What follows belongs to an exercise in optimizing a design on an open flow for small area, a short achievable clock period and few clock cycles per item; a production flow would make more cautious choices.
At most, simulation tests tie the RTL to the original design; equivalence was not proved.
Function not checked in runs 3 and 4: the RTL went through the layout flow alone.
No activity file was given, so power comes from the tool's default toggle rates.

### flow/flow/run.sh
#!/bin/bash
set -euo pipefail
bash standard.sh synth > synth.log 2>&1
bash standard.sh SETUP_SLACK_MARGIN=7.5 floorplan > floorplan.log 2>&1
bash standard.sh SETUP_SLACK_MARGIN=7.5 place > place.log 2>&1
bash standard.sh SETUP_SLACK_MARGIN=7.5 cts > cts.log 2>&1
bash standard.sh SETUP_SLACK_MARGIN=7.5 route > route.log 2>&1
bash standard.sh SETUP_SLACK_MARGIN=7.5 finish > finish.log 2>&1
### flow/standard.sh
#!/bin/bash
# synth_recipe.tcl (not shown) runs the flow's synth.tcl, then flattens the netlist and writes it again
# the make line also repeats each setting of config.mk as NAME=value (left out here)
make -C /OpenROAD-flow-scripts/flow DESIGN_CONFIG=/design/flow/config.mk WORK_HOME=/design/flow/orfs CLKGATE_MAP_FILE= SYNTH_SCRIPT=/design/flow/synth_recipe.tcl "${@:-finish}"
### flow/config.mk
export PLATFORM = sky130hd
export DESIGN_NAME = top_proc
export DESIGN_NICKNAME = top_proc
export VERILOG_FILES = /design/flow/design.v
export SDC_FILE = /design/flow/constraint.sdc
export NUM_CORES = 8
export LEC_CHECK = 0
export CAP_MARGIN = 20
export CORE_MARGIN = 2
export CORE_UTILIZATION = 45
export CTS_BUF_LIST = sky130_fd_sc_hd__clkbuf_16
export CTS_CLUSTER_DIAMETER = 80
export CTS_CLUSTER_SIZE = 20
export SETUP_SLACK_MARGIN = 5
export SLEW_MARGIN = 20
export SYNTH_HIERARCHICAL = 1
### flow/constraint.sdc
create_clock -name core_clock -period 11.0 [get_ports {clk}]
set_input_delay 2.2000 -clock core_clock [delete_from_list [all_inputs] [get_ports {clk}]]
set_output_delay 2.2000 -clock core_clock [all_outputs]
set_load 0.01 [all_outputs]
### flow/design.v
`timescale 1ns/1ps
module fetch_next (
    input  wire [31:0] instr,
    input  wire [31:0] pc_i,      
    input  wire [31:0] pc_f,      
    input  wire        v_i,       
    input  wire [31:0] e_alt,
    input  wire        e_beq,
    input  wire [31:0] e_a,
    input  wire [31:0] e_b,
    input  wire        v_r,
    input  wire [31:0] ir,
    input  wire        e_we,
    input  wire        e_load,
    input  wire [4:0]  e_rd,
    input  wire        m_we,
    input  wire        m_load,
    input  wire [4:0]  m_rd,
    output wire        mis,
    output wire        stall,
    output wire [31:0] pc_nx,
    output wire        v_nx,
    output wire        pred,      
    output wire [31:0] target     
);
    assign mis = e_beq & (e_a == e_b);
    wire [4:0] rs1 = ir[19:15];
    wire [4:0] rs2 = ir[24:20];
    wire use2 = (ir[6:0] == 7'b0110011) | (ir[6:0] == 7'b0100011) | (ir[6:0] == 7'b1100011);
    wire a_e = e_we & (e_rd == rs1);
    wire a_m = m_we & (m_rd == rs1);
    wire b_e = e_we & (e_rd == rs2);
    wire b_m = m_we & (m_rd == rs2);
    assign stall = v_r & ((a_e & e_load) | (~a_e & a_m & m_load) |
                          (use2 & ((b_e & e_load) | (~b_e & b_m & m_load))));
    assign pred = (instr[6:0] == 7'b1100011) && (instr[19:15] == instr[24:20]);
    wire [11:0] a = pc_i[12:1];
    wire [11:0] b = {instr[31], instr[7], instr[30:25], instr[11:8]};
    wire [11:0] p = a ^ b;
    wire [11:0] G [0:4];
    wire [11:0] P [0:4];
    assign G[0] = a & b;
    assign P[0] = p;
    genvar l, i;
    generate
        for (l = 0; l < 4; l = l + 1) begin : lvl
            for (i = 0; i < 12; i = i + 1) begin : bit_
                if (i >= (1 << l)) begin : comb
                    assign G[l+1][i] = G[l][i] | (P[l][i] & G[l][i-(1<<l)]);
                    assign P[l+1][i] = P[l][i] & P[l][i-(1<<l)];
                end else begin : pass
                    assign G[l+1][i] = G[l][i];
                    assign P[l+1][i] = P[l][i];
                end
            end
        end
    endgenerate
    wire [11:0] lo = p ^ {G[4][10:0], 1'b0};
    wire        c13 = G[4][11];
    wire [18:0] hi = pc_i[31:13];
    wire [18:0] all1, all0;      
    assign all1[0] = 1'b1;
    assign all0[0] = 1'b1;
    generate
        for (i = 1; i < 19; i = i + 1) begin : pre
            assign all1[i] = &hi[i-1:0];
            assign all0[i] = ~|hi[i-1:0];
        end
    endgenerate
    wire [18:0] hi_t = (c13 == b[11]) ? hi : (c13 ? hi ^ all1 : hi ^ all0);
    assign target = {hi_t, lo, pc_i[0]};
    wire [29:0] ones;            
    genvar k;
    generate
        for (k = 0; k < 30; k = k + 1) begin : inc
            assign ones[k] = &pc_f[k+2:2];
        end
    endgenerate
    wire [31:0] pc_inc = {pc_f[31:2] ^ {ones[28:0], 1'b1}, pc_f[1:0]};
    wire take = v_i & pred & ~mis & ~stall;
    assign pc_nx  = mis ? e_alt : (v_i & stall) ? pc_i : take ? target : pc_inc;
    assign v_nx   = ~mis & ~(v_i & stall) & ~take;
endmodule
`timescale 1ns/1ps
module top_proc #(
    parameter INITIAL_PC = 32'h0000_0000
)(
    input clk,
    input rst,
    input [31:0] instr,
    input [31:0] dReadData,
    output [31:0] PC,
    output [31:0] dAddress,
    output [31:0] dWriteData,
    output MemRead,
    output MemWrite
);
    localparam [6:0] OP_R  = 7'b0110011;
    localparam [6:0] OP_I  = 7'b0010011;
    localparam [6:0] OP_LW = 7'b0000011;
    localparam [6:0] OP_SW = 7'b0100011;
    localparam [6:0] OP_B  = 7'b1100011;
    reg  [31:0] pc_f;           
    reg  [31:0] pc_i;           
    reg         v_i;            
    reg  [31:0] ir;             
    reg         v_r;
    reg         r_pred;         
    reg  [31:0] r_alt;          
    reg  [31:0] e_a, e_b;       
    reg  [31:0] e_alt;          
    reg  [4:0]  e_rd;
    reg         e_we, e_load, e_store, e_beq;    
    reg         e_sub, e_arith;
    reg         e_add, e_slt, e_sll, e_srl, e_xor, e_or, e_and;
    reg  [31:0] m_res, m_sd;    
    reg  [4:0]  m_rd;
    reg         m_we, m_load, m_rdreq, m_wrreq;
    reg  [31:0] w_res;          
    reg  [4:0]  w_rd;
    reg         w_we, w_load;
    assign PC         = pc_f;
    assign dAddress   = m_res;
    assign dWriteData = m_sd;
    assign MemRead    = m_rdreq;
    assign MemWrite   = m_wrreq;
    wire [31:0] pc_nx, i_target;
    wire        v_nx, i_pred;
    wire        stall, mis;
    fetch_next fn (
        .instr(instr), .pc_i(pc_i), .pc_f(pc_f), .v_i(v_i),
        .e_alt(e_alt), .e_beq(e_beq), .e_a(e_a), .e_b(e_b),
        .v_r(v_r), .ir(ir), .e_we(e_we), .e_load(e_load), .e_rd(e_rd),
        .m_we(m_we), .m_load(m_load), .m_rd(m_rd),
        .mis(mis), .stall(stall),
        .pc_nx(pc_nx), .v_nx(v_nx), .pred(i_pred), .target(i_target)
    );
    wire [6:0] r_op  = ir[6:0];
    wire [2:0] r_f3  = ir[14:12];
    wire [4:0] r_rd  = ir[11:7];
    wire [4:0] r_rs1 = ir[19:15];
    wire [4:0] r_rs2 = ir[24:20];
    wire r_isR  = (r_op == OP_R);
    wire r_isI  = (r_op == OP_I);
    wire r_isLW = (r_op == OP_LW);
    wire r_isSW = (r_op == OP_SW);
    wire r_isB  = (r_op == OP_B);
    wire r_we   = (r_isR | r_isI | r_isLW) & (r_rd != 5'd0);
    wire [31:0] r_immI = {{20{ir[31]}}, ir[31:20]};
    wire [31:0] r_immS = {{20{ir[31]}}, ir[31:25], ir[11:7]};
    wire [31:0] r_imm  = r_isSW ? r_immS : r_immI;
    wire        r_useimm = r_isI | r_isLW | r_isSW;
    wire r_alu = r_isR | r_isI;
    wire r_sub = r_isR & ir[30] & (r_f3 == 3'b000) | (r_alu & (r_f3 == 3'b010));
    wire [31:0] rf_a, rf_b;
    wire [31:1] r_sel1, r_sel2;
    genvar q;
    generate
        for (q = 1; q < 32; q = q + 1) begin : dec
            assign r_sel1[q] = (r_rs1 == q);
            assign r_sel2[q] = (r_rs2 == q);
        end
    endgenerate
    wire [31:0] e_y;            
    wire [31:0] w_data = w_load ? dReadData : w_res;
    reg  [31:0] rf [31:1];
    always @(posedge clk) begin
        if (w_we)
            rf[w_rd] <= w_data;             
    end
    integer ri;
    reg [31:0] rf_a_r, rf_b_r;
    always @(*) begin
        rf_a_r = 32'b0;
        rf_b_r = 32'b0;
        for (ri = 1; ri < 32; ri = ri + 1) begin
            rf_a_r = rf_a_r | ({32{r_sel1[ri]}} & rf[ri]);
            rf_b_r = rf_b_r | ({32{r_sel2[ri]}} & rf[ri]);
        end
    end
    assign rf_a = rf_a_r;
    assign rf_b = rf_b_r;
    wire fa_e = e_we & (e_rd == r_rs1);
    wire fa_m = m_we & (m_rd == r_rs1);
    wire fa_w = w_we & (w_rd == r_rs1);
    wire fb_e = e_we & (e_rd == r_rs2);
    wire fb_m = m_we & (m_rd == r_rs2);
    wire fb_w = w_we & (w_rd == r_rs2);
    wire [31:0] r_a_old = fa_m ? m_res : fa_w ? w_data : rf_a;
    wire [31:0] r_b_old = fb_m ? m_res : fb_w ? w_data : rf_b;
    wire [31:0] r_a  = fa_e ? e_y : r_a_old;
    wire [31:0] r_b  = fb_e ? e_y : r_b_old;
    wire [31:0] r_op2 = (fb_e & ~r_useimm) ? e_y : (r_useimm ? r_imm : r_b_old);
    wire [31:0] ad_b = e_b ^ {32{e_sub}};
    wire [31:0] ad_p = e_a ^ ad_b;
    wire [31:0] ad_G [0:5];
    wire [31:0] ad_P [0:5];
    assign ad_G[0] = (e_a & ad_b) | {31'b0, ad_p[0] & e_sub};
    assign ad_P[0] = ad_p;
    genvar al, ai;
    generate
        for (al = 0; al < 5; al = al + 1) begin : ks
            for (ai = 0; ai < 32; ai = ai + 1) begin : b_
                if (ai >= (1 << al)) begin : comb
                    assign ad_G[al+1][ai] = ad_G[al][ai] | (ad_P[al][ai] & ad_G[al][ai-(1<<al)]);
                    assign ad_P[al+1][ai] = ad_P[al][ai] & ad_P[al][ai-(1<<al)];
                end else begin : pass
                    assign ad_G[al+1][ai] = ad_G[al][ai];
                    assign ad_P[al+1][ai] = ad_P[al][ai];
                end
            end
        end
    endgenerate
    wire [31:0] e_sum = ad_p ^ {ad_G[5][30:0], e_sub};
    wire        e_lt  = (e_a[31] ^ e_b[31]) ? e_a[31] : e_sum[31];
    wire [31:0] e_ar, e_shl, e_shr;
    generate
        for (ai = 0; ai < 32; ai = ai + 1) begin : rev
            assign e_ar[ai]  = e_a[31-ai];
            assign e_shl[ai] = e_shr[31-ai];
        end
    endgenerate
    wire [31:0] e_shin = e_sll ? e_ar : e_a;
    assign e_shr = $unsigned($signed({e_arith & e_a[31], e_shin}) >>> e_b[4:0]);
    assign e_y = ({32{e_add}} & e_sum)
               | ({32{e_slt}} & {31'b0, e_lt})
               | ({32{e_sll}} & e_shl)
               | ({32{e_srl}} & e_shr)
               | ({32{e_xor}} & (e_a ^ e_b))
               | ({32{e_or}}  & (e_a | e_b))
               | ({32{e_and}} & (e_a & e_b));
    always @(posedge clk or posedge rst) begin
        if (rst) begin
            pc_f <= INITIAL_PC;
            v_i  <= 1'b0;
        end else begin
            pc_f <= pc_nx;
            v_i  <= v_nx;
        end
    end
    always @(posedge clk) begin
        pc_i <= pc_f;
    end
    always @(posedge clk or posedge rst) begin
        if (rst)
            v_r <= 1'b0;
        else if (mis)
            v_r <= 1'b0;
        else if (!stall)
            v_r <= v_i;
    end
    always @(posedge clk) begin
        if (!stall) begin
            ir     <= instr;
            r_pred <= i_pred;
            r_alt  <= i_target;
        end
    end
    wire go = v_r & ~stall & ~mis;
    always @(posedge clk or posedge rst) begin
        if (rst) begin
            e_we <= 1'b0; e_load <= 1'b0; e_store <= 1'b0; e_beq <= 1'b0;
        end else begin
            e_we    <= go & r_we;
            e_load  <= go & r_isLW;
            e_store <= go & r_isSW;
            e_beq   <= go & r_isB & ~r_pred;    
        end
    end
    always @(posedge clk) begin
        e_a    <= r_a;
        e_b    <= r_op2;
        e_alt  <= r_isSW ? r_b : r_alt;
        e_rd   <= r_rd;
        e_sub  <= r_sub;
        e_arith <= ir[30];
        e_add  <= ~r_alu | (r_f3 == 3'b000);
        e_slt  <= r_alu & (r_f3 == 3'b010);
        e_sll  <= r_alu & (r_f3 == 3'b001);
        e_srl  <= r_alu & (r_f3 == 3'b101);
        e_xor  <= r_alu & (r_f3 == 3'b100);
        e_or   <= r_alu & (r_f3 == 3'b110);
        e_and  <= r_alu & (r_f3 == 3'b111);
    end
    always @(posedge clk or posedge rst) begin
        if (rst) begin
            m_we <= 1'b0; m_load <= 1'b0; m_rdreq <= 1'b0; m_wrreq <= 1'b0;
        end else begin
            m_we    <= e_we;
            m_load  <= e_load;
            m_rdreq <= e_load;
            m_wrreq <= e_store;
        end
    end
    always @(posedge clk) begin
        m_res <= e_y;
        m_sd  <= e_alt;
        m_rd  <= e_rd;
    end
    always @(posedge clk or posedge rst) begin
        if (rst) begin
            w_we <= 1'b0; w_load <= 1'b0;
        end else begin
            w_we   <= m_we;
            w_load <= m_load;
        end
    end
    always @(posedge clk) begin
        w_res <= m_res;
        w_rd  <= m_rd;
    end
endmodule
==> flow_metrics.tcl, run 1 <==
set metrics [dict create \
    critPathCaptureType "flop" \
    p_total_mw 13.57 \
    max_freq_ghz 0.2586 \
    seqPwrFrac_pct 50.0 \
    vdd_ir_drop_max_mv 0.1933 \
    clock_sinks 1348 \
    vias 59580 \
    relSlewSlack_pct -3.600 \
    seq_area_frac_synth_pct 58.05 \
    ys_types 111 \
    routabilityCongestion 1.033 \
    syn_avg_cell_area_um2 11.82 \
    fillers 12430 \
    hp-class "flop to flop" \
    cts_buffer_depth 3 \
    synthFlopType "edfxtp_1" \
    io_buffer_count 163 \
    core_region_area_mm2 0.1437 \
    routed_via_density 7.724 \
    syn_inst 5506 \
    r2r-end "e_alt[23]" \
    dpl.hpwl_mm 187.7 \
    crit_path_start_kind "primary input" \
    worst_slew_pin_slew_ns 1.554 \
    crit_chain "buf_8 -> ha_4 -> fa_2 -> a211oi_4 -> o211a_4 -> o311ai_4 -> and2_4 -> o32a_1 -> xor2_1 -> a2111o_1 -> nand3_1" \
    cpPeakStageDelay_ns 0.38 \
    finalCritPeriodShare_pct 35.15 \
    fin_nets 5924 \
    first_pass_iters 12 \
    fp.dieArea_mm2 0.1477 \
    crit_path_max_fanout 4 \
    yosys_register_bits 1348 \
    outcome "complete, but fails checks" \
    setup_viol 0 \
    clkPwrFrac_pct 23.8 \
    switching_share_pct 34.24 \
    arrival_ns 4.55 \
    synthesis.area_mm2 0.06509 \
    worstSetupEndpoint "pc_f[22]" \
    finClkSkew_ns 0.06449 \
    syn2layout_area_growth_pct 17.19 \
    grt_pass1_vias 53270 \
    root_buffer "clkbuf_16" \
    dpl_cell_area_mm2 0.06913 \
    grtUsageTotal_pct 43.36 \
    clkSlewWorstSetupHoldPaths_ns 0.08 \
    finalHoldViolations 0 \
    combPwrFrac_pct 26.2 \
    num_io_pins 164 \
    ys_warn_count 8 \
    fp-row-count 139 \
    crit_path_top_delay_cell "a2111o_1" \
    regArea_mm2 0.03796 \
    crit_type "primary input to flop" \
    netSwitchingPower_mw 4.646 \
    grt_max_degree 55 \
    p_int_mw 8.923 \
    tns_ns 0 \
    crit_path_start "instr[8]" \
    drc 0 \
    htree_levels 3 \
    critPathRequiredTime_ns 11.68 \
    start_util_pct 45.31 \
    layout-drive-gt1-share_pct 21.00 \
    hold_buffers 0 \
    die_y_um 384.3 \
    antenna_found_initial 29 \
    period_minus_slack_ns 3.866 \
    detail_route.wl_per_cell_um 43.50 \
    grt_pass1_wl_mm 441.7 \
    synth-edff-count 1057 \
    powerDensity_mw_per_mm2 177.9 \
    rrSetupSlack_ns 7.32 \
    async_reset_ff_share_pct 3.190 \
    slew_violations 26 \
    drt_wl_total_mm 335.5 \
    maxCapViolCount 0 \
    rsz0062_at_grt "yes" \
    cts_tree "yes" \
    final_common_cell "edfxtp_1" \
    reg2reg_from "ir[24]" \
    grt.overflow.total 0 \
    design_area_mm2 0.07627 \
    multiInputGateArea_mm2 0.02788 \
    synthesis.nets 5685 \
    die_w_um 384.3 \
    drt_iter0_drc 13940 \
    so_faults "max-slew violations" \
    leakagePower_nw 27.68 \
    final_cell_mix "edfxtp_1 (1057), a22oi_1 (678), nand2_1 (401), nand3_1 (339), buf_4 (269)" \
    clkLatencyLatePin_ns 0.79 \
    numCtsBuffers 81 \
    final_antenna_net_count 0 \
    reg2regPathDepth 11 \
]
worst max-delay path: cells and delay by family:
kind	cells	cell delay (ns)
XOR/XNOR	1	0.17
adder cells (fa/ha/maj)	2	0.52
buffers and inverters	1	0.10
AND/OR/NAND/NOR	2	0.27
AO/OA/AOI/OAI	5	1.28
power groups by stage:
stage | sequential, mW | clock, mW | combinational (mW)
2_1_floorplan | 6.60 | 0 | 1.53
3_3_place_gp | 6.79 | 0 | 2.73
3_5_place_dp | 6.79 | 0 | 2.74
4_1_cts | 6.72 | 3.17 | 3.13
5_1_grt | 6.77 | 3.35 | 3.62
6_report | 6.79 | 3.23 | 3.56
what timing repair did:
action	CTS	global route
setup endpoints to repair	313	234
gates resized for setup	881	290
gates cloned	18	12
pin swaps	84	92
buffers inserted	133	73
area by class of cell:
type,instances,share of cell area (%)
diodes,29,0.09514
inverters,127,0.6480
repair inverters,3,0.01969
flip-flops and latches,1348,49.77
clock inverters,37,0.3822
clock buffers,82,2.690
repair buffers,541,6.729
well taps,1903,3.122
multi-input cells,3643,36.55
cells by family (layout without fill, tap and decap cells):
| kind of cell | after synthesis | after routing | synth area share, % |
|---|---|---|---|
| and+or+nand+nor | 1704 | 1708 | 13.41 |
| AOI/OAI and AO/OA | 1431 | 1431 | 16.23 |
| DFF | 1348 | 1348 | 58.05 |
| buffers and inverters | 533 | 790 | 3.474 |
| muxes | 195 | 209 | 4.189 |
| xor gates and xnor gates | 182 | 182 | 2.449 |
| adders and majority gates | 113 | 113 | 2.195 |
| other | 0 | 29 | 0 |
stage by stage:
stage          util, %  setup WS [ns]  instances  hold WS (ns)
5_1_grt          53.05          7.065       7687        0.3638
6_report         53.09          7.134       7713        0.3564
3_3_place_gp     48.12          5.658       7329        0.3346
4_1_cts          51.72          7.109       7599        0.3561
3_5_place_dp     48.12          5.677       7329        0.3378
2_1_floorplan        -          6.478       5506        0.3230
cell usage after synthesis, types with 61 or more instances:
master,n,area share (%)
edfxtp_1,1057,49
a22oi_1,683,7.9
nand2_1,406,2.3
nand3_1,352,2.7
clkbuf_1,296,1.7
dfxtp_1,248,7.6
nor2_1,228,1.3
and3_1,212,2.0
xor2_1,131,1.8
a21oi_1,127,0.98
o21ai_0,123,0.95
inv_1,122,0.70
nand4_1,119,1.1
ha_1,111,2.1
nor3_1,90,0.69
nor4_1,78,0.75
mux2_2,77,1.3
and2_1,75,0.72
mux2i_1,64,0.98
a2111oi_0,61,0.82
sequential cells by signal, indices dropped and copies added (netlist names), 32 cells and up:
register  count
e_b          32
ir           32
pc_i         32
rf          992
e_a          32
pc_f         32
r_alt        32
m_res        32
m_sd         32
e_alt        32
w_res        32
per-layer routing:
metal	track usage, %	up-vias	wire length, um
met1	56.45	28630	114400
met4	29.10	20	31860
met5	0.8772	-	214
met2	57.83	6891	129100
li1	-	22150	-
met3	18.83	1887	59890
worst min-delay path by stage:
stage / start / to / slack, ns / depth (start not counted)
6_report: e_store / m_wrreq / 0.36 / 0
3_3_place_gp: e_store / m_wrreq / 0.33 / 0
2_1_floorplan: e_alt[15] / m_sd[15] / 0.32 / 0
5_1_grt: e_store / m_wrreq / 0.36 / 0
4_1_cts: e_alt[26] / m_sd[26] / 0.36 / 0
3_5_place_dp: e_alt[26] / m_sd[26] / 0.34 / 0
per-module statistics from Yosys, one instance, submodules excluded:
| module | flip-flops and latches | times used | cells |
|---|---|---|---|
| top_proc | 1348 | 1 | 4984 |
| fetch_next | 0 | 1 | 522 |
Testbench counts, summed over its fixed seeds: cycles 44,945, instrs 37,128.
==> run 2, diff against run 1 <==
--- a/flow/design.v
+++ b/flow/design.v
@@ -5,34 +5,42 @@
     input  wire [31:0] pc_f,      
     input  wire        v_i,       
+    input  wire        stall,
+    input  wire        rfix,
+    input  wire [31:0] r_tgt,
     input  wire [31:0] e_alt,
-    input  wire        e_beq,
+    input  wire        e_beq,     
     input  wire [31:0] e_a,
     input  wire [31:0] e_b,
-    input  wire        v_r,
+    input  wire        v_r,       
     input  wire [31:0] ir,
-    input  wire        e_we,
+    input  wire        e_we,      
     input  wire        e_load,
     input  wire [4:0]  e_rd,
-    input  wire        m_we,
-    input  wire        m_load,
-    input  wire [4:0]  m_rd,
     output wire        mis,
-    output wire        stall,
     output wire [31:0] pc_nx,
     output wire        v_nx,
     output wire        pred,      
-    output wire [31:0] target     
+    output wire [31:0] target,    
+    output wire        inc,       
+    output wire        dec,       
+    output wire        hz_e,      
+    output wire        hz_m       
 );
     assign mis = e_beq & (e_a == e_b);
-    wire [4:0] rs1 = ir[19:15];
-    wire [4:0] rs2 = ir[24:20];
-    wire use2 = (ir[6:0] == 7'b0110011) | (ir[6:0] == 7'b0100011) | (ir[6:0] == 7'b1100011);
-    wire a_e = e_we & (e_rd == rs1);
-    wire a_m = m_we & (m_rd == rs1);
-    wire b_e = e_we & (e_rd == rs2);
-    wire b_m = m_we & (m_rd == rs2);
-    assign stall = v_r & ((a_e & e_load) | (~a_e & a_m & m_load) |
-                          (use2 & ((b_e & e_load) | (~b_e & b_m & m_load))));
-    assign pred = (instr[6:0] == 7'b1100011) && (instr[19:15] == instr[24:20]);
+    wire [6:0] op = instr[6:0];
+    wire [4:0] rs1 = instr[19:15];
+    wire [4:0] rs2 = instr[24:20];
+    assign pred = (op == 7'b1100011) && (rs1 == rs2);
+    wire       use2 = (op == 7'b0110011) | (op == 7'b0100011) | (op == 7'b1100011);
+    wire [4:0] y_rd = ir[11:7];
+    wire       y_wr = (ir[6:0] == 7'b0110011) | (ir[6:0] == 7'b0010011) | (ir[6:0] == 7'b0000011);
+    wire       y_we = v_r & y_wr & (y_rd != 5'd0);
+    wire       y_ld = v_r & (ir[6:0] == 7'b0000011) & (y_rd != 5'd0);
+    wire       y1 = (y_rd == rs1);
+    wire       y2 = (y_rd == rs2) & use2;
+    wire       z1 = (e_rd == rs1) & ~(y_we & y1);
+    wire       z2 = (e_rd == rs2) & use2 & ~(y_we & y2);
+    assign hz_e = y_ld & (y1 | y2);
+    assign hz_m = e_load & e_we & (z1 | z2);
     wire [11:0] a = pc_i[12:1];
     wire [11:0] b = {instr[31], instr[7], instr[30:25], instr[11:8]};
@@ -57,9 +65,30 @@
     endgenerate
     wire [11:0] lo = p ^ {G[4][10:0], 1'b0};
-    wire        c13 = G[4][11];
-    wire [18:0] hi = pc_i[31:13];
+    assign target = {pc_i[31:13], lo, pc_i[0]};
+    assign inc = G[4][11] & ~b[11];
+    assign dec = ~G[4][11] & b[11];
+    wire [29:0] ones;            
+    genvar k;
+    generate
+        for (k = 0; k < 30; k = k + 1) begin : incr
+            assign ones[k] = &pc_f[k+2:2];
+        end
+    endgenerate
+    wire [31:0] pc_inc = {pc_f[31:2] ^ {ones[28:0], 1'b1}, pc_f[1:0]};
+    wire again = v_i & stall;
+    wire take  = v_i & pred & ~stall & ~mis & ~rfix;
+    assign pc_nx = mis ? e_alt : rfix ? r_tgt : again ? pc_i : take ? target : pc_inc;
+    assign v_nx  = ~mis & ~rfix & ~again & ~take;
+endmodule
+module hi_adjust (
+    input  wire [18:0] hi,
+    input  wire        inc,
+    input  wire        dec,
+    output wire [18:0] y
+);
     wire [18:0] all1, all0;      
     assign all1[0] = 1'b1;
     assign all0[0] = 1'b1;
+    genvar i;
     generate
         for (i = 1; i < 19; i = i + 1) begin : pre
@@ -68,17 +97,5 @@
         end
     endgenerate
-    wire [18:0] hi_t = (c13 == b[11]) ? hi : (c13 ? hi ^ all1 : hi ^ all0);
-    assign target = {hi_t, lo, pc_i[0]};
-    wire [29:0] ones;            
-    genvar k;
-    generate
-        for (k = 0; k < 30; k = k + 1) begin : inc
-            assign ones[k] = &pc_f[k+2:2];
-        end
-    endgenerate
-    wire [31:0] pc_inc = {pc_f[31:2] ^ {ones[28:0], 1'b1}, pc_f[1:0]};
-    wire take = v_i & pred & ~mis & ~stall;
-    assign pc_nx  = mis ? e_alt : (v_i & stall) ? pc_i : take ? target : pc_inc;
-    assign v_nx   = ~mis & ~(v_i & stall) & ~take;
+    assign y = hi ^ (({19{inc}} & all1) | ({19{dec}} & all0));
 endmodule
 `timescale 1ns/1ps
@@ -108,4 +125,6 @@
     reg         r_pred;         
     reg  [31:0] r_alt;          
+    reg         r_inc, r_dec;   
+    reg         r_hze, r_hzm;   
     reg  [31:0] e_a, e_b;       
     reg  [31:0] e_alt;          
@@ -125,14 +144,16 @@
     assign MemRead    = m_rdreq;
     assign MemWrite   = m_wrreq;
-    wire [31:0] pc_nx, i_target;
-    wire        v_nx, i_pred;
-    wire        stall, mis;
+    wire [31:0] pc_nx, i_target, r_tgt;
+    wire        v_nx, i_pred, i_inc, i_dec, hz_e, hz_m;
+    wire        mis;
+    wire        stall = v_r & (r_hze | r_hzm);
+    wire        rfix = v_r & r_pred & (r_inc | r_dec);
     fetch_next fn (
         .instr(instr), .pc_i(pc_i), .pc_f(pc_f), .v_i(v_i),
+        .stall(stall), .rfix(rfix), .r_tgt(r_tgt),
         .e_alt(e_alt), .e_beq(e_beq), .e_a(e_a), .e_b(e_b),
         .v_r(v_r), .ir(ir), .e_we(e_we), .e_load(e_load), .e_rd(e_rd),
-        .m_we(m_we), .m_load(m_load), .m_rd(m_rd),
-        .mis(mis), .stall(stall),
-        .pc_nx(pc_nx), .v_nx(v_nx), .pred(i_pred), .target(i_target)
+        .mis(mis), .pc_nx(pc_nx), .v_nx(v_nx), .pred(i_pred),
+        .target(i_target), .inc(i_inc), .dec(i_dec), .hz_e(hz_e), .hz_m(hz_m)
     );
     wire [6:0] r_op  = ir[6:0];
@@ -153,4 +174,7 @@
     wire r_alu = r_isR | r_isI;
     wire r_sub = r_isR & ir[30] & (r_f3 == 3'b000) | (r_alu & (r_f3 == 3'b010));
+    wire [18:0] r_tgthi;
+    hi_adjust hadj (.hi(r_alt[31:13]), .inc(r_inc), .dec(r_dec), .y(r_tgthi));
+    assign r_tgt = {r_tgthi, r_alt[12:0]};
     wire [31:0] rf_a, rf_b;
     wire [31:1] r_sel1, r_sel2;
@@ -192,4 +216,13 @@
     wire [31:0] r_b  = fb_e ? e_y : r_b_old;
     wire [31:0] r_op2 = (fb_e & ~r_useimm) ? e_y : (r_useimm ? r_imm : r_b_old);
+    always @(posedge clk) begin
+        if (stall) begin
+            r_hzm <= r_hze;
+            r_hze <= 1'b0;
+        end else begin
+            r_hze <= hz_e;
+            r_hzm <= hz_m;
+        end
+    end
     wire [31:0] ad_b = e_b ^ {32{e_sub}};
     wire [31:0] ad_p = e_a ^ ad_b;
@@ -255,4 +288,6 @@
             r_pred <= i_pred;
             r_alt  <= i_target;
+            r_inc  <= i_inc;
+            r_dec  <= i_dec;
         end
     end
@@ -271,5 +306,5 @@
         e_a    <= r_a;
         e_b    <= r_op2;
-        e_alt  <= r_isSW ? r_b : r_alt;
+        e_alt  <= r_isSW ? r_b : r_tgt;
         e_rd   <= r_rd;
         e_sub  <= r_sub;
==> flow/flow/run.sh (replaced) <==
#!/bin/bash
set -euo pipefail
bash standard.sh synth > synth.log 2>&1
bash standard.sh SETUP_SLACK_MARGIN=7.5 SKIP_GATE_CLONING=1 floorplan > floorplan.log 2>&1
bash standard.sh SETUP_SLACK_MARGIN=7.5 SKIP_GATE_CLONING=1 place > place.log 2>&1
bash standard.sh SETUP_SLACK_MARGIN=7.5 SKIP_GATE_CLONING=1 cts > cts.log 2>&1
bash standard.sh SETUP_SLACK_MARGIN=7.5 SKIP_GATE_CLONING=1 route > route.log 2>&1
bash standard.sh SETUP_SLACK_MARGIN=7.5 SKIP_GATE_CLONING=1 finish > finish.log 2>&1
==> flow_metrics.tcl, run 2 <==
set metrics [dict create \
    grt_pass1_wl_mm 421.8 \
    grt_max_degree 71 \
    switching_share_pct 33.29 \
    clkLatencyLatePin_ns 0.74 \
    grt_pass1_vias 51320 \
    cpPeakStageDelay_ns 0.74 \
    grtUsageTotal_pct 42.76 \
    routed_via_density 7.445 \
    routabilityCongestion 1.027 \
    synth-edff-count 1059 \
    ys_warn_count 8 \
    p_total_mw 13.56 \
    finalHoldViolations 0 \
    crit_type "flop to flop" \
    arrival_ns 4.27 \
    die_y_um 379 \
    crit_chain "buf_4 -> buf_4 -> or3_1 -> nor2_4 -> buf_4 -> a22oi_1 -> nand3_1 -> nor3_1 -> and3_1 -> nor3_1 -> a211oi_1 -> a21oi_1" \
    vdd_ir_drop_max_mv 0.1210 \
    crit_path_top_delay_cell "buf_4" \
    dpl.hpwl_mm 176.4 \
    cts_tree "yes" \
    layout-drive-gt1-share_pct 21.12 \
    maxCapViolCount 0 \
    setup_viol 0 \
    htree_levels 3 \
    leakagePower_nw 26.40 \
    synth_area_leader_cell "edfxtp_1" \
    slew_violations 0 \
    syn_inst 5236 \
    root_buffer "clkbuf_16" \
    io_buffer_count 163 \
    drt_iter0_drc 11670 \
    final_antenna_net_count 0 \
    relSlewSlack_pct 21.20 \
    largest_reg_flops 992 \
    hp-class "flop to flop" \
    clkPwrFrac_pct 23.7 \
    antenna_found_initial 15 \
    fin_nets 5702 \
    seq_area_frac_synth_pct 59.86 \
    crit_path_start_kind "flop" \
    syn2layout_area_growth_pct 17.18 \
    vias 55460 \
    dp_cells 7051 \
    critPathCaptureType "flop" \
    synthTopCellsByArea "edfxtp_1 (50%), a22oi_1 (10%), dfxtp_1 (7.9%)" \
    cpLargestDelayFamily "simple AND/OR/NAND/NOR gates" \
    rsz0062_at_grt "yes" \
    num_io_pins 164 \
    first_pass_iters 9 \
    synthesis.area_mm2 0.06328 \
    drc 0 \
    seqPwrFrac_pct 50.2 \
    drt_wl_total_mm 319.7 \
    tns_ns 0 \
    critical_path_buf_inv_count 3 \
    synthFlopType "edfxtp_1" \
    combPwrFrac_pct 26.1 \
    netlist_top_cells_count "edfxtp_1 (1059), a22oi_1 (867), nand2_1 (463)" \
    start_util_pct 45.35 \
    async_reset_ff_share_pct 3.180 \
    core_region_area_mm2 0.1395 \
    yosys_register_bits 1352 \
    netlist.area_leader.share_pct 50.25 \
    finClkSkew_ns 0.03242 \
    powerDensity_mw_per_mm2 182.9 \
    detail_route.wl_per_cell_um 42.92 \
    netSwitchingPower_mw 4.515 \
    yosysMostFrequentCell "edfxtp_1" \
    final_common_cell "edfxtp_1" \
    ys_types 100 \
    synthesis.nets 5415 \
    fp.dieArea_mm2 0.1436 \
    final_cell_mix "edfxtp_1 (1059), a22oi_1 (861), nand2_1 (457), buf_4 (326), dfxtp_1 (194)" \
    die_w_um 379 \
    syn_avg_cell_area_um2 12.09 \
    cp_common_cell "buf_4" \
    outcome "finished clean" \
    numCtsBuffers 82 \
    worst_slew_pin_slew_ns 1.182 \
    critPathRequiredTime_ns 11.65 \
    clock_sinks 1352 \
    crit_path_max_fanout 32 \
    top_register "rf" \
    fp-row-count 137 \
    cts_buffer_depth 3 \
    period_minus_slack_ns 3.617 \
    p_int_mw 9.047 \
    finalCritPeriodShare_pct 32.89 \
    max_freq_ghz 0.2764 \
    grt.overflow.total 0 \
    stdcell_count 7449 \
    clkSlewWorstSetupHoldPaths_ns 0.09 \
]
## run 2: changes by cell type after synthesis, moves of 31 or more
| cell | before | now |
|---|---|---|
| and3_1 | 212 | 104 |
| a21oi_1 | 127 | 158 |
| nand2_1 | 406 | 463 |
| nand4_1 | 119 | 86 |
| nand3_1 | 352 | 131 |
| nor2_1 | 228 | 259 |
| a2111oi_0 | 61 | 18 |
| a22oi_1 | 683 | 867 |
| and2_1 | 75 | 14 |
## run 2: cell type report
type | count | area [um2]
clock inverters | 42 | 291.5
diodes | 9 | 22.52
multi-input cells | 3395 | 25830
repair buffers | 576 | 5105
well taps | 1876 | 2347
inverters | 116 | 440.4
flip-flops and latches | 1352 | 38040
clock buffers | 83 | 2077
fillers | 11950 | 65380
## run 2: worst paths after layout
| path | depth (start not counted) | from | to | slack (ns) |
|---|---|---|---|---|
| max in group asynchronous | 3 | rst | pc_f[28] | 8.54 |
| min in group asynchronous | 2 | rst | pc_f[7] | 1.86 |
| worst max register to register | 12 | ir[19] | e_a[13] | 7.38 |
| worst max-delay path | 12 | ir[19] | e_a[13] | 7.38 |
| worst min-delay path | 0 | e_alt[16] | m_sd[16] | 0.34 |
| worst min register to register | 0 | e_alt[16] | m_sd[16] | 0.34 |
## run 2: cell families after synthesis
| group | share of synthesized area [%] |
|---|---|
| AOI/OAI and AO/OA | 17.97 |
| buffers and inverters | 3.191 |
| xor gates and xnor gates | 2.630 |
| DFF | 59.86 |
| adders and majority gates | 2.258 |
| muxes | 4.051 |
| and+or+nand+nor | 10.04 |
## run 2: metrics by stage
| step | cell area, um2 | worst slack, ns | util [%] | hold WS (ns) |
|---|---|---|---|---|
| floorplan | 63390 | 7.023 | - | 0.3272 |
| global placement | 67580 | 6.046 | 48.44 | 0.3399 |
| detailed placement | 67610 | 6.025 | 48.46 | 0.3427 |
| CTS | 72150 | 7.406 | 51.71 | 0.3441 |
| global route | 74140 | 7.311 | 53.13 | 0.3495 |
| finish | 74150 | 7.383 | 53.14 | 0.3412 |
## run 2: repair_timing
item | CTS | global route
hold buffers | 0 | 0
endpoints found under the setup margin | 254 | 144
buffers inserted | 162 | 101
pin swaps | 47 | 77
resized for setup | 722 | 277
## run 2: power groups by stage
stage / Combinational [mW] / Sequential (mW) / Clock (mW)
after floorplan: 1.51 / 6.68 / 0
after global placement: 2.70 / 6.92 / 0
after detailed placement: 2.72 / 6.92 / 0
after CTS: 3.07 / 6.79 / 3.18
after global routing: 3.63 / 6.81 / 3.36
final: 3.54 / 6.81 / 3.22
## run 2: per-module statistics from Yosys (local to each module, per instance)
module,times used,area [um2],cells inside
fetch_next,1,3074,448
hi_adjust,1,521.8,76
top_proc,1,59680,4712
## run 2: per-layer routing
metal | routed length (um) | share of wire (%) | GRT usage [%] | vias to the layer above
li1 | - | - | - | 21120
met1 | 104400 | 33 | 51.03 | 26910
met2 | 132900 | 42 | 62.42 | 5648
met3 | 49820 | 16 | 16.22 | 1759
met4 | 32350 | 10 | 32.40 | 18
met5 | 273 | 0.085 | 0.5832 | -
Testbench counts of run 2, summed over its fixed seeds: cycles 44,945, instrs 37,128.
==> run 3, diff against run 2 <==
--- a/flow/design.v
+++ b/flow/design.v
@@ -6,8 +6,7 @@
     input  wire        v_i,       
     input  wire        stall,
-    input  wire        rfix,
-    input  wire [31:0] r_tgt,
     input  wire [31:0] e_alt,
     input  wire        e_beq,     
+    input  wire        e_fix,     
     input  wire [31:0] e_a,
     input  wire [31:0] e_b,
@@ -27,5 +26,5 @@
     output wire        hz_m       
 );
-    assign mis = e_beq & (e_a == e_b);
+    assign mis = e_fix | (e_beq & (e_a == e_b));
     wire [6:0] op = instr[6:0];
     wire [4:0] rs1 = instr[19:15];
@@ -77,7 +76,7 @@
     wire [31:0] pc_inc = {pc_f[31:2] ^ {ones[28:0], 1'b1}, pc_f[1:0]};
     wire again = v_i & stall;
-    wire take  = v_i & pred & ~stall & ~mis & ~rfix;
-    assign pc_nx = mis ? e_alt : rfix ? r_tgt : again ? pc_i : take ? target : pc_inc;
-    assign v_nx  = ~mis & ~rfix & ~again & ~take;
+    wire take  = v_i & pred & ~stall & ~mis;
+    assign pc_nx = mis ? e_alt : again ? pc_i : take ? target : pc_inc;
+    assign v_nx  = ~mis & ~again & ~take;
 endmodule
 module hi_adjust (
@@ -127,4 +126,6 @@
     reg         r_inc, r_dec;   
     reg         r_hze, r_hzm;   
+    reg  [3:0]  r_p1lo, r_p2lo;  
+    reg  [7:0]  r_p1hi, r_p2hi;  
     reg  [31:0] e_a, e_b;       
     reg  [31:0] e_alt;          
@@ -145,12 +146,12 @@
     assign MemWrite   = m_wrreq;
     wire [31:0] pc_nx, i_target, r_tgt;
+    reg         e_fix;          
     wire        v_nx, i_pred, i_inc, i_dec, hz_e, hz_m;
     wire        mis;
     wire        stall = v_r & (r_hze | r_hzm);
-    wire        rfix = v_r & r_pred & (r_inc | r_dec);
     fetch_next fn (
         .instr(instr), .pc_i(pc_i), .pc_f(pc_f), .v_i(v_i),
-        .stall(stall), .rfix(rfix), .r_tgt(r_tgt),
-        .e_alt(e_alt), .e_beq(e_beq), .e_a(e_a), .e_b(e_b),
+        .stall(stall),
+        .e_alt(e_alt), .e_beq(e_beq), .e_fix(e_fix), .e_a(e_a), .e_b(e_b),
         .v_r(v_r), .ir(ir), .e_we(e_we), .e_load(e_load), .e_rd(e_rd),
         .mis(mis), .pc_nx(pc_nx), .v_nx(v_nx), .pred(i_pred),
@@ -182,6 +183,6 @@
     generate
         for (q = 1; q < 32; q = q + 1) begin : dec
-            assign r_sel1[q] = (r_rs1 == q);
-            assign r_sel2[q] = (r_rs2 == q);
+            assign r_sel1[q] = r_p1lo[q % 4] & r_p1hi[q / 4];
+            assign r_sel2[q] = r_p2lo[q % 4] & r_p2hi[q / 4];
         end
     endgenerate
@@ -288,4 +289,8 @@
             r_pred <= i_pred;
             r_alt  <= i_target;
+            r_p1lo <= 4'b1 << instr[16:15];
+            r_p1hi <= 8'b1 << instr[19:17];
+            r_p2lo <= 4'b1 << instr[21:20];
+            r_p2hi <= 8'b1 << instr[24:22];
             r_inc  <= i_inc;
             r_dec  <= i_dec;
@@ -293,12 +298,15 @@
     end
     wire go = v_r & ~stall & ~mis;
+    wire r_bnext = ({ir[31], ir[7], ir[30:25], ir[11:8]} == 12'd2);
     always @(posedge clk or posedge rst) begin
         if (rst) begin
             e_we <= 1'b0; e_load <= 1'b0; e_store <= 1'b0; e_beq <= 1'b0;
+            e_fix <= 1'b0;
         end else begin
             e_we    <= go & r_we;
             e_load  <= go & r_isLW;
             e_store <= go & r_isSW;
-            e_beq   <= go & r_isB & ~r_pred;    
+            e_beq   <= go & r_isB & ~r_pred & ~r_bnext;    
+            e_fix   <= go & r_pred & (r_inc | r_dec);
         end
     end
--- a/flow/config.mk
+++ b/flow/config.mk
@@ -9,5 +9,5 @@
 export CORE_MARGIN = 2
 export CORE_UTILIZATION = 45
-export CTS_BUF_LIST = sky130_fd_sc_hd__clkbuf_16
+export CTS_BUF_LIST = sky130_fd_sc_hd__clkbuf_8 sky130_fd_sc_hd__clkbuf_16
 export CTS_CLUSTER_DIAMETER = 80
 export CTS_CLUSTER_SIZE = 20
==> flow_metrics.tcl, run 3 <==
set metrics [dict create \
    critPathCaptureType "flop" \
    hp-class "flop to flop" \
    antenna_found_initial 19 \
    reg2regPathDepth 8 \
    crit_type "flop to flop" \
    design_area_mm2 0.07351 \
    grt_max_degree 63 \
    layout-drive-gt1-share_pct 20.32 \
    vdd_ir_drop_max_mv 0.1829 \
    final_cell_mix "edfxtp_1 (1083), a22oi_1 (388), buf_4 (273), a22o_1 (255), nand2_1 (251)" \
    clkLatencyLatePin_ns 0.76 \
    htree_levels 3 \
    leakagePower_nw 25.16 \
    grt_pass1_wl_mm 425.8 \
    io_buffer_count 163 \
    cts_tree "yes" \
    p_total_mw 13.85 \
    worst_slew_pin_slew_ns 1.305 \
    finalCritPeriodShare_pct 34.30 \
    start_util_pct 45.20 \
    synth-edff-count 1083 \
    drc 0 \
    yosys_register_bits 1377 \
    crit_path_start_kind "flop" \
    crit_path_max_fanout 7 \
    holdPathStages 0 \
    drt_iter0_drc 13990 \
    grtUsageTotal_pct 42.56 \
    num_io_pins 164 \
    synthesis.nets 5244 \
    seq_area_frac_synth_pct 60.57 \
    synthesis.area_mm2 0.06377 \
    fillers 11970 \
    outcome "finished clean" \
    synth_area_leader_cell "edfxtp_1" \
    synthFlopType "edfxtp_1" \
    arrival_ns 4.41 \
    routabilityCongestion 1.012 \
    maxCapViolCount 0 \
    cts_buffer_depth 3 \
    syn_inst 5065 \
    netlist.area_leader.share_pct 51.00 \
    vias 56000 \
    ys_types 95 \
    final_common_cell "edfxtp_1" \
    fin_nets 5423 \
    dpl_cell_area_mm2 0.06783 \
    root_buffer "clkbuf_16" \
    async_reset_ff_share_pct 3.195 \
    fp-row-count 138 \
    slew_violations 0 \
    fin_ws_ns 7.227 \
    die_w_um 380.4 \
    dpl.hpwl_mm 185.2 \
    first_pass_iters 17 \
    syn2layout_area_growth_pct 15.27 \
    ys_warn_count 8 \
    drt_wl_total_mm 320.7 \
    powerDensity_mw_per_mm2 188.4 \
    final_antenna_net_count 0 \
    multiInputGateArea_mm2 0.02484 \
    tns_ns 0 \
    setup_viol 0 \
    post-place-ws_ns 5.626 \
    clkSlewWorstSetupHoldPaths_ns 0.09 \
    core_region_area_mm2 0.1411 \
    syn_avg_cell_area_um2 12.59 \
    critPathRequiredTime_ns 11.64 \
    grt.overflow.total 0 \
    synthTopCellsByArea "edfxtp_1 (51%), dfxtp_1 (7.8%), a22oi_1 (4.6%)" \
    die_y_um 380.4 \
    yosysMostFrequentCell "edfxtp_1" \
    fp.dieArea_mm2 0.1447 \
    period_minus_slack_ns 3.773 \
    routed_via_density 7.784 \
    grt_pass1_vias 50870 \
    clock_sinks 1377 \
    largest_reg_flops 992 \
    netlist_top_cells_count "edfxtp_1 (1083), a22oi_1 (389), clkbuf_1 (341)" \
    finClkSkew_ns 0.05658 \
    regArea_mm2 0.03878 \
    finalHoldViolations 0 \
    max_freq_ghz 0.2651 \
    rsz0062_at_grt "yes" \
    top_register "rf" \
    detail_route.wl_per_cell_um 44.58 \
    numCtsBuffers 85 \
    relSlewSlack_pct 13.02 \
]
==> run 3: cell families (layout without fill, tap and decap cells) <==
kind of cell             after synthesis  count (layout)  share of synthesized area [%]
AO/OA/AOI/OAI                       1602            1602                          19.12
flip-flops                          1377            1377                          60.57
AND/OR/NAND/NOR                     1068            1068                          8.427
XOR/XNOR                             191             191                          2.623
other                                  0              19                              0
buffers and inverters                536             756                          3.349
adder cells (fa/ha/maj)              113             113                          2.241
multiplexers                         178             178                          3.665
==> run 3: Yosys stat by module (local to each module, per instance) <==
module      cell area (um2)  copies in the design  flip-flops and latches  cells
hi_adjust             521.8                     1                       0     76
top_proc              60450                     1                    1377   4584
fetch_next             2793                     1                       0    405
==> run 3: final timing paths <==
path                                from  endpoint  slack (ns)
max in group asynchronous            rst    m_load        8.52
worst max register to register   e_a[26]   e_b[13]        7.23
worst max-delay path             e_a[26]   e_b[13]        7.23
worst min-delay path            e_alt[6]   m_sd[6]        0.37
min in group asynchronous            rst   pc_f[7]        1.95
worst min register to register  e_alt[6]   m_sd[6]        0.37
==> run 3: metal layers <==
layer	vias to the layer above	track usage (%)	share of wire (%)
met4	24	27.23	8.7
met5	-	0.1984	0.11
met1	27310	56.06	35
met3	1718	18.06	18
li1	20680	-	-
met2	6271	57.06	39
==> run 3: layout make-up <==
class | count | area share, %
repair buffers | 508 | 6.158
well taps | 1890 | 3.217
multi-input cells | 3152 | 33.80
inverters | 120 | 0.6587
diodes | 19 | 0.06468
flip-flops and latches | 1377 | 52.76
clock buffers | 85 | 2.894
clock inverters | 43 | 0.4494
==> run 3: stage by stage <==
stage	hold WS, ns	util (%)	std cells
final	0.3664	52.11	7194
after global routing	0.3726	52.08	7176
after CTS	0.3605	51.20	7123
after detailed placement	0.3441	48.08	6869
after global placement	0.3483	48.08	6869
after floorplan	0.3241	-	5065
==> run 3: what timing repair did <==
action / 4_1_cts / 5_1_grt
endpoints found under the setup margin: 284 / 163
gates resized for setup: 721 / 222
hold buffers: 0 / 0
pin swaps: 42 / 61
cloned: 0 / 0
setup buffers: 126 / 52
==> run 3: worst max-delay path, cell delays in order, from the launching register on <==
cell and delay (ns):
dfxtp_1 0.73, mux2_2 0.33, mux4_2 0.31, mux2i_2 0.16, and2_1 0.22, a211oi_1 1.03, a221o_1 0.47, o21ai_2 0.18
o21ai_0 0.21
==> run 3: power breakdown <==
group          internal (mW)  leakage (nW)  switching, mW
Clock                   1.45          1.28           1.87
Combinational           1.27          11.3           2.37
Sequential              6.52          12.6          0.383
Total                   9.23          25.2           4.62
==> run 4, diff against run 3 <==
--- a/flow/design.v
+++ b/flow/design.v
@@ -6,4 +6,8 @@
     input  wire        v_i,       
     input  wire        stall,
+    input  wire        i_bp,      
+    input  wire        btb_v,
+    input  wire [12:2] btb_tag,
+    input  wire [12:1] btb_off,
     input  wire [31:0] e_alt,
     input  wire        e_beq,     
@@ -17,4 +21,8 @@
     input  wire [4:0]  e_rd,
     output wire        mis,
+    output wire        refuse,    
+    output wire        bp_nx,     
+    output wire        btb_we,    
+    output wire        btb_inv,   
     output wire [31:0] pc_nx,
     output wire        v_nx,
@@ -75,8 +83,28 @@
     endgenerate
     wire [31:0] pc_inc = {pc_f[31:2] ^ {ones[28:0], 1'b1}, pc_f[1:0]};
-    wire again = v_i & stall;
-    wire take  = v_i & pred & ~stall & ~mis;
-    assign pc_nx = mis ? e_alt : again ? pc_i : take ? target : pc_inc;
-    assign v_nx  = ~mis & ~again & ~take;
+    wire        hit = btb_v & (pc_f[12:2] == btb_tag);
+    wire [11:0] ba = pc_f[12:1];
+    wire [11:0] bb = btb_off;
+    wire [11:0] bg = ba & bb;
+    wire [11:0] bp = ba ^ bb;
+    wire [11:0] bc;              
+    assign bc[0] = 1'b0;
+    generate
+        for (i = 1; i < 12; i = i + 1) begin : bcar
+            assign bc[i] = bg[i-1] | (bp[i-1] & bc[i-1]);
+        end
+    endgenerate
+    wire [31:0] btgt = {pc_f[31:13], bp ^ bc, pc_f[0]};
+    wire bp_ok  = pred & (b == btb_off);
+    wire wrong  = v_i & i_bp & ~bp_ok;           
+    wire again  = v_i & stall;
+    wire take   = v_i & pred & ~i_bp & ~stall & ~mis;
+    assign refuse  = wrong;
+    assign pc_nx = mis ? e_alt : (again | wrong) ? pc_i : take ? target :
+                   hit ? btgt : pc_inc;
+    assign v_nx  = ~mis & ~again & ~wrong & ~take;
+    assign bp_nx = hit & ~mis & ~again & ~wrong & ~take;
+    assign btb_we  = take & ~inc & ~dec;
+    assign btb_inv = wrong & ~mis & ~again;
 endmodule
 module hi_adjust (
@@ -148,12 +176,17 @@
     reg         e_fix;          
     wire        v_nx, i_pred, i_inc, i_dec, hz_e, hz_m;
-    wire        mis;
+    wire        mis, refuse, bp_nx, btb_we, btb_inv;
+    reg         i_bp;           
+    reg         btb_v;          
+    reg  [12:2] btb_tag;
+    reg  [12:1] btb_off;
     wire        stall = v_r & (r_hze | r_hzm);
     fetch_next fn (
         .instr(instr), .pc_i(pc_i), .pc_f(pc_f), .v_i(v_i),
-        .stall(stall),
+        .stall(stall), .i_bp(i_bp), .btb_v(btb_v), .btb_tag(btb_tag), .btb_off(btb_off),
         .e_alt(e_alt), .e_beq(e_beq), .e_fix(e_fix), .e_a(e_a), .e_b(e_b),
         .v_r(v_r), .ir(ir), .e_we(e_we), .e_load(e_load), .e_rd(e_rd),
-        .mis(mis), .pc_nx(pc_nx), .v_nx(v_nx), .pred(i_pred),
+        .mis(mis), .refuse(refuse), .bp_nx(bp_nx), .btb_we(btb_we), .btb_inv(btb_inv),
+        .pc_nx(pc_nx), .v_nx(v_nx), .pred(i_pred),
         .target(i_target), .inc(i_inc), .dec(i_dec), .hz_e(hz_e), .hz_m(hz_m)
     );
@@ -268,7 +301,20 @@
             pc_f <= INITIAL_PC;
             v_i  <= 1'b0;
+            i_bp <= 1'b0;
+            btb_v <= 1'b0;
         end else begin
             pc_f <= pc_nx;
             v_i  <= v_nx;
+            i_bp <= bp_nx;
+            if (btb_we)
+                btb_v <= 1'b1;
+            else if (btb_inv)
+                btb_v <= 1'b0;
+        end
+    end
+    always @(posedge clk) begin
+        if (btb_we) begin
+            btb_tag <= pc_i[12:2];
+            btb_off <= {instr[31], instr[7], instr[30:25], instr[11:8]};
         end
     end
@@ -282,5 +328,5 @@
             v_r <= 1'b0;
         else if (!stall)
-            v_r <= v_i;
+            v_r <= v_i & ~refuse;
     end
     always @(posedge clk) begin
==> flow_metrics.tcl, run 4 <==
set metrics [dict create \
    synth-edff-count 1106 \
    dpl.hpwl_mm 187.2 \
    detail_route.wl_per_cell_um 44.75 \
    vdd_ir_drop_max_mv 0.1769 \
    grt.overflow.total 0 \
    critPathCaptureType "flop" \
    yosysMostFrequentCell "edfxtp_1" \
    tns_ns 0 \
    fp.dieArea_mm2 0.1471 \
    maxCapViolCount 0 \
    relSlewSlack_pct 17.36 \
    numCtsBuffers 87 \
    clkLatencyLatePin_ns 0.76 \
    leakagePower_nw 26.24 \
    final_common_cell "edfxtp_1" \
    yosys_register_bits 1402 \
    dp_cells 6857 \
    multiInputGateArea_mm2 0.02569 \
    grt_max_degree 65 \
    largest_reg_flops 992 \
    cts_buffer_depth 3 \
    crit_path_start_kind "flop" \
    rsz0062_at_grt "yes" \
    period_minus_slack_ns 5.237 \
    ys_types 97 \
    setup_viol 0 \
    netlist.area_leader.share_pct 51.23 \
    vias 56990 \
    syn_avg_cell_area_um2 12.86 \
    clkSlewWorstSetupHoldPaths_ns 0.09 \
    seq_area_frac_synth_pct 60.73 \
    rrSetupSlack_ns 5.76 \
    arrival_ns 5.86 \
    holdPathStages 0 \
    hold_buffers 0 \
    clock_sinks 1402 \
    die_y_um 383.6 \
    syn2layout_area_growth_pct 17.47 \
    synthesis.area_mm2 0.06483 \
    cts_tree "yes" \
    regArea_mm2 0.03954 \
    start_util_pct 45.24 \
    hp-class "flop to flop" \
    grt_pass1_vias 52180 \
    final_antenna_net_count 0 \
    drt_iter0_drc 14240 \
    reg2reg_from "btb_off[1]" \
    drt_wl_total_mm 325.8 \
    root_buffer "clkbuf_16" \
    drc 0 \
    die_w_um 383.6 \
    critPathRequiredTime_ns 11.63 \
    fillers 12020 \
    whs_endpoint "m_wrreq" \
    worst_slew_pin_slew_ns 1.237 \
    fin_nets 5491 \
    htree_levels 3 \
    netlist_top_cells_count "edfxtp_1 (1106), a22oi_1 (363), clkbuf_1 (319)" \
    synthFlopType "edfxtp_1" \
    finalHoldViolations 0 \
    grt_pass1_wl_mm 432.2 \
    outcome "finished clean" \
    finalCritPeriodShare_pct 47.61 \
    powerDensity_mw_per_mm2 188.1 \
    hold_start "e_store" \
    stdcell_count 7280 \
    final_cell_mix "edfxtp_1 (1106), a22oi_1 (359), buf_4 (304), a22o_1 (283), a221oi_1 (255)" \
    core_region_area_mm2 0.1433 \
    num_io_pins 164 \
    crit_type "flop to flop" \
    fp-row-count 139 \
    reg2regPathDepth 17 \
    routed_via_density 7.828 \
    synthesis.nets 5231 \
    max_freq_ghz 0.1909 \
    synthTopCellsByArea "edfxtp_1 (51%), dfxtp_1 (7.7%), a22oi_1 (4.2%)" \
    antenna_found_initial 19 \
    finClkSkew_ns 0.03995 \
    top_register "rf" \
    syn_inst 5041 \
    final_util_pct 53.14 \
    io_buffer_count 163 \
    r2r-end "pc_f[12]" \
    crit_path_max_fanout 2 \
    ys_warn_count 8 \
    grtUsageTotal_pct 42.70 \
    slew_violations 0 \
    first_pass_iters 14 \
    synth_area_leader_cell "edfxtp_1" \
    routabilityCongestion 1.005 \
    async_reset_ff_share_pct 3.281 \
    layout-drive-gt1-share_pct 23.31 \
]
## run 4: changes by cell type in the layout (fill, tap and decap cells not counted), moves of 20 or more
| cell | delta |
|---|---|
| a221oi_1 | +33 |
| a222oi_1 | -20 |
| a22o_1 | +28 |
| a22oi_1 | -29 |
| buf_4 | +31 |
| buf_6 | +38 |
| edfxtp_1 | +23 |
| mux2_2 | -28 |
| nor2_1 | -58 |
| o21ai_0 | -53 |
| o21ai_1 | +23 |
| xnor2_1 | +24 |
## run 4: per-module statistics from Yosys (local to each module, per instance)
| module | flip-flops and latches | cells | copies in the design | area [um2] |
|---|---|---|---|---|
| top_proc | 1402 | 4482 | 1 | 60840 |
| fetch_next | 0 | 483 | 1 | 3470 |
| hi_adjust | 0 | 76 | 1 | 521.8 |
## run 4: cell families (layout without fill, tap and decap cells)
kind of cell             Yosys count  count (layout)  synth area share [%]
adder cells (fa/ha/maj)          124             124                 2.532
other                              0              31                     0
AND/OR/NAND/NOR                  994             994                 7.813
XOR/XNOR                         211             211                 2.851
AO/OA/AOI/OAI                   1591            1591                 18.95
multiplexers                     177             177                 3.733
flip-flops                      1402            1402                 60.73
buffers and inverters            542             847                 3.397
## run 4: how the worst max path moves through the flow
stage	cells after the start	startpoint	slack, ns	endpoint
2_1_floorplan	17	pc_f[1]	6.02	pc_f[12]
5_1_grt	17	btb_off[1]	5.59	pc_f[12]
3_3_place_gp	11	instr[8]	4.89	btb_off[8]
6_report	17	btb_off[1]	5.76	pc_f[12]
3_5_place_dp	12	instr[8]	5.24	btb_off[8]
4_1_cts	17	btb_off[1]	5.83	pc_f[12]
## run 4: report_power, final
group,internal (mW),switching (mW)
clock,1.60,1.90
sequential,6.60,0.386
combinational,1.39,2.45
## run 4: final cells by class
cell class / instances / share of cell area, %
sequential: 1402 / 51.92
multi-input combinational: 3097 / 33.73
timing repair buffer: 580 / 6.933
tap: 1903 / 3.127
clock buffer: 91 / 2.975
inverter: 133 / 0.6868
clock inverter: 43 / 0.5258
antenna: 31 / 0.1019
## run 4: what timing repair did
item	in CTS	in global routing
buffers inserted	171	86
endpoints found under the setup margin	382	261
pin swaps	71	79
gates resized for setup	935	264
## run 4: critical path, stage by stage, from the launching register on
cell      delay (ns)
edfxtp_1        0.43
ha_2            0.21
fa_2            0.34
fa_2            0.35
fa_2            0.34
fa_2            0.36
fa_2            0.35
fa_2            0.35
fa_2            0.38
fa_2            0.36
fa_2            0.35
fa_2            0.34
xnor2_1         0.13
nor4_1          0.23
a21oi_1         0.10
xnor2_1         0.16
a222oi_1        0.25
o21ai_1         0.11
## run 4: metrics by stage
stage	total power [mW]	hold WS (ns)	instance area, um2	setup WS (ns)
floorplan	8.438	0.3226	65040	6.016
global placement	9.875	0.3393	68860	4.895
detailed placement	9.891	0.3511	68870	5.244
CTS	13.72	0.3748	74360	5.832
global route	14.55	0.3756	76080	5.590
finish	14.32	0.3595	76150	5.763
## run 4: layer usage
| metal | wire [um] | GRT usage (%) | vias to the layer above |
|---|---|---|---|
| met5 | 187 | 0.2599 | - |
| met3 | 58330 | 19.68 | 1825 |
| met4 | 30000 | 27.73 | 19 |
| met1 | 111100 | 55.03 | 27810 |
| met2 | 126200 | 57.31 | 6561 |
| li1 | - | - | 20770 |
==> run 5, diff against run 4 <==
--- a/flow/design.v
+++ b/flow/design.v
@@ -8,6 +8,7 @@
     input  wire        i_bp,      
     input  wire        btb_v,
-    input  wire [12:2] btb_tag,
+    input  wire [12:1] btb_tag,
     input  wire [12:1] btb_off,
+    input  wire [12:1] btb_tgt,
     input  wire [31:0] e_alt,
     input  wire        e_beq,     
@@ -83,17 +84,6 @@
     endgenerate
     wire [31:0] pc_inc = {pc_f[31:2] ^ {ones[28:0], 1'b1}, pc_f[1:0]};
-    wire        hit = btb_v & (pc_f[12:2] == btb_tag);
-    wire [11:0] ba = pc_f[12:1];
-    wire [11:0] bb = btb_off;
-    wire [11:0] bg = ba & bb;
-    wire [11:0] bp = ba ^ bb;
-    wire [11:0] bc;              
-    assign bc[0] = 1'b0;
-    generate
-        for (i = 1; i < 12; i = i + 1) begin : bcar
-            assign bc[i] = bg[i-1] | (bp[i-1] & bc[i-1]);
-        end
-    endgenerate
-    wire [31:0] btgt = {pc_f[31:13], bp ^ bc, pc_f[0]};
+    wire        hit = btb_v & (pc_inc[12:1] == btb_tag);
+    wire [31:0] btgt = {pc_f[31:13], btb_tgt, pc_f[0]};
     wire bp_ok  = pred & (b == btb_off);
     wire wrong  = v_i & i_bp & ~bp_ok;           
@@ -105,5 +95,5 @@
     assign v_nx  = ~mis & ~again & ~wrong & ~take;
     assign bp_nx = hit & ~mis & ~again & ~wrong & ~take;
-    assign btb_we  = take & ~inc & ~dec;
+    assign btb_we  = take;
     assign btb_inv = wrong & ~mis & ~again;
 endmodule
@@ -178,11 +168,13 @@
     wire        mis, refuse, bp_nx, btb_we, btb_inv;
     reg         i_bp;           
+    reg         btb_fill;       
     reg         btb_v;          
-    reg  [12:2] btb_tag;
+    reg  [12:1] btb_tag;
     reg  [12:1] btb_off;
+    reg  [12:1] btb_tgt;
     wire        stall = v_r & (r_hze | r_hzm);
     fetch_next fn (
         .instr(instr), .pc_i(pc_i), .pc_f(pc_f), .v_i(v_i),
-        .stall(stall), .i_bp(i_bp), .btb_v(btb_v), .btb_tag(btb_tag), .btb_off(btb_off),
+        .stall(stall), .i_bp(i_bp), .btb_v(btb_v), .btb_tag(btb_tag), .btb_off(btb_off), .btb_tgt(btb_tgt),
         .e_alt(e_alt), .e_beq(e_beq), .e_fix(e_fix), .e_a(e_a), .e_b(e_b),
         .v_r(v_r), .ir(ir), .e_we(e_we), .e_load(e_load), .e_rd(e_rd),
@@ -302,4 +294,5 @@
             v_i  <= 1'b0;
             i_bp <= 1'b0;
+            btb_fill <= 1'b0;
             btb_v <= 1'b0;
         end else begin
@@ -307,6 +300,7 @@
             v_i  <= v_nx;
             i_bp <= bp_nx;
-            if (btb_we)
-                btb_v <= 1'b1;
+            btb_fill <= btb_we;
+            if (btb_fill)
+                btb_v <= ~r_inc & ~r_dec;    
             else if (btb_inv)
                 btb_v <= 1'b0;
@@ -314,7 +308,8 @@
     end
     always @(posedge clk) begin
-        if (btb_we) begin
-            btb_tag <= pc_i[12:2];
-            btb_off <= {instr[31], instr[7], instr[30:25], instr[11:8]};
+        if (btb_fill) begin
+            btb_tag <= pc_i[12:1];
+            btb_tgt <= r_alt[12:1];
+            btb_off <= {ir[31], ir[7], ir[30:25], ir[11:8]};
         end
     end
==> flow_metrics.tcl, run 5 <==
set metrics [dict create \
    die_w_um 383.8 \
    clock_sinks 1416 \
    reg2reg_from "r_p1lo[3]" \
    cpLargestDelayFamily "simple AND/OR/NAND/NOR gates" \
    cts_buffer_depth 3 \
    grt.overflow.total 0 \
    hp-class "flop to flop" \
    crit_type "primary input to flop" \
    ys_warn_count 8 \
    antenna_found_initial 17 \
    core_region_area_mm2 0.1433 \
    syn_inst 4980 \
    routabilityCongestion 0.9701 \
    drt-met1-wl_mm 101.9 \
    clkLatencyLatePin_ns 0.74 \
    detail_route.wl_per_cell_um 43.59 \
    synth-edff-count 1119 \
    drt_iter0_drc 12450 \
    cpPeakStageDelay_ns 0.60 \
    largest_reg_flops 992 \
    fp.dieArea_mm2 0.1473 \
    rsz0062_at_grt "yes" \
    fin_nets 5358 \
    crit_chain "buf_12 -> xnor2_4 -> nand2_2 -> or4_4 -> o31ai_4 -> buf_6 -> nand2_8 -> buf_12 -> buf_8 -> and3_4 -> a21oi_2 -> o21ai_1" \
    routed_via_density 7.650 \
    clkSlewWorstSetupHoldPaths_ns 0.09 \
    grt_pass1_vias 50680 \
    async_reset_ff_share_pct 3.319 \
    cp_num_cells 12 \
    critPathRequiredTime_ns 11.63 \
    period_minus_slack_ns 3.641 \
    htree_levels 3 \
    cp_common_cell "buf_12" \
    numCtsBuffers 83 \
    reg2regPathDepth 9 \
    finalHoldViolations 0 \
    top_register "rf" \
    seq_area_frac_synth_pct 61.30 \
    io_buffer_count 163 \
    finalCritPeriodShare_pct 33.10 \
    p_total_mw 13.84 \
    crit_path_max_fanout 8 \
    synthTopCellsByArea "edfxtp_1 (52%), dfxtp_1 (7.7%), a221oi_1 (4.2%)" \
    rrSetupSlack_ns 7.36 \
    r2r-end "e_a[1]" \
    syn_avg_cell_area_um2 13.03 \
    cts_tree "yes" \
    finClkSkew_ns 0.02806 \
    worstSetupEndpoint "pc_f[31]" \
    tns_ns 0 \
    critical_path_buf_inv_count 4 \
    regArea_mm2 0.03996 \
    leakagePower_nw 25.90 \
    synth_area_leader_cell "edfxtp_1" \
    synth_top_family_by_area "compound AO/OA/AOI/OAI gates" \
    synthXorXnorAreaFrac_pct 3.009 \
    syn2layout_area_growth_pct 15.29 \
    vias 54680 \
    synth_fa_ha_area_share_pct 2.202 \
    powerDensity_mw_per_mm2 185.0 \
    outcome "finished clean" \
    synth-simple-area-share_pct 7.762 \
    crit_path_start "instr[20]" \
    grt_pass1_wl_mm 413.1 \
    final_common_cell "edfxtp_1" \
    wl_met2_mm 127.9 \
    layout-drive-gt1-share_pct 20.87 \
    fin_ws_ns 7.359 \
    crit_path_start_kind "primary input" \
    fillers 11990 \
    grt_max_degree 65 \
]
## run 5: cell count changes in the layout (fill, tap and decap cells not counted), moves of 19 or more
| cell | change |
|---|---|
| a22oi_1 | -63 |
| a221oi_1 | +47 |
| o21ai_0 | +41 |
| buf_4 | -34 |
| buf_6 | -34 |
| o21ai_1 | -27 |
| nand2_1 | -24 |
| a22o_1 | +23 |
| nand3_1 | -19 |
## run 5: power breakdown
group / internal (mW) / switching, mW
clock network: 1.46 / 1.85
logic: 1.22 / 2.25
registers: 6.66 / 0.396
total: 9.34 / 4.50
## run 5: worst reg2reg max path, delay by kind of cell (launching register included)
| family | cells | cell delay (ns) |
|---|---|---|
| simple gates | 4 | 1.49 |
| buf+inv | 1 | 0.50 |
| compound gates | 4 | 0.98 |
| flops | 1 | 0.52 |
## run 5: modules after synthesis, one instance, submodules excluded
| module | flip-flops and latches | cells | times used |
|---|---|---|---|
| hi_adjust | 0 | 76 | 1 |
| fetch_next | 0 | 435 | 1 |
| top_proc | 1416 | 4469 | 1 |
## run 5: repair_timing
action                                  4_1_cts  5_1_grt
endpoints found under the setup margin      259      157
resized for setup                           841      218
hold buffers                                  0        0
setup buffers                               124       76
pin swaps                                    40       59
## run 5: logic make-up after synthesis
group                    count (synthesis)
multiplexers                           177
buffers and inverters                  520
adder cells (fa/ha/maj)                113
AO/OA/AOI/OAI                         1561
XOR/XNOR                               215
flip-flops                            1416
AND/OR/NAND/NOR                        978
## run 5: routing by layer
layer | up-vias | track usage [%]
li1 | 20460 | -
met1 | 26500 | 48.32
met2 | 5847 | 58.71
met3 | 1857 | 17.40
met4 | 18 | 28.45
met5 | - | 0.2599
## run 5: cell type report
cell class                      instances  area share [%]
Inverter                              123          0.6622
Sequential cell                      1416           53.40
Multi-Input combinational cell       3044           33.30
Timing Repair Buffer                  511           6.135
Clock inverter                         47          0.3779
Clock buffer                           87           2.895
Tap cell                             1903           3.182
Antenna cell                           16         0.05351
## run 5: stage by stage
stage	hold slack, ns	cell area [um2]	cells	util [%]
2_1_floorplan	0.3259	65050	4980	-
3_3_place_gp	0.3391	68890	6796	48.07
3_5_place_dp	0.3463	68890	6796	48.07
4_1_cts	0.3604	73260	7054	51.12
5_1_grt	0.3725	74790	7132	52.19
6_report	0.3666	74830	7147	52.21
## run 5: worst min path at each step
| stage | to | from | cells past startpoint |
|---|---|---|---|
| 3_5_place_dp | m_wrreq | e_store | 0 |
| 3_3_place_gp | m_wrreq | e_store | 0 |
| 2_1_floorplan | m_sd[25] | e_alt[25] | 0 |
| 5_1_grt | m_sd[16] | e_alt[16] | 0 |
| 4_1_cts | m_sd[16] | e_alt[16] | 0 |
| 6_report | m_sd[1] | e_alt[1] | 0 |
Testbench counts of run 5, summed over its fixed seeds: cycles 43,757, instrs 37,128.

Setup slack of run 5, layout unchanged: 7.359 ns with ideal ports, 7.360 ns with driving cells assumed (clock clkbuf_16, inputs buf_2), 6.583 ns with port delays also shifted by the 0.807 ns mid clock arrival.
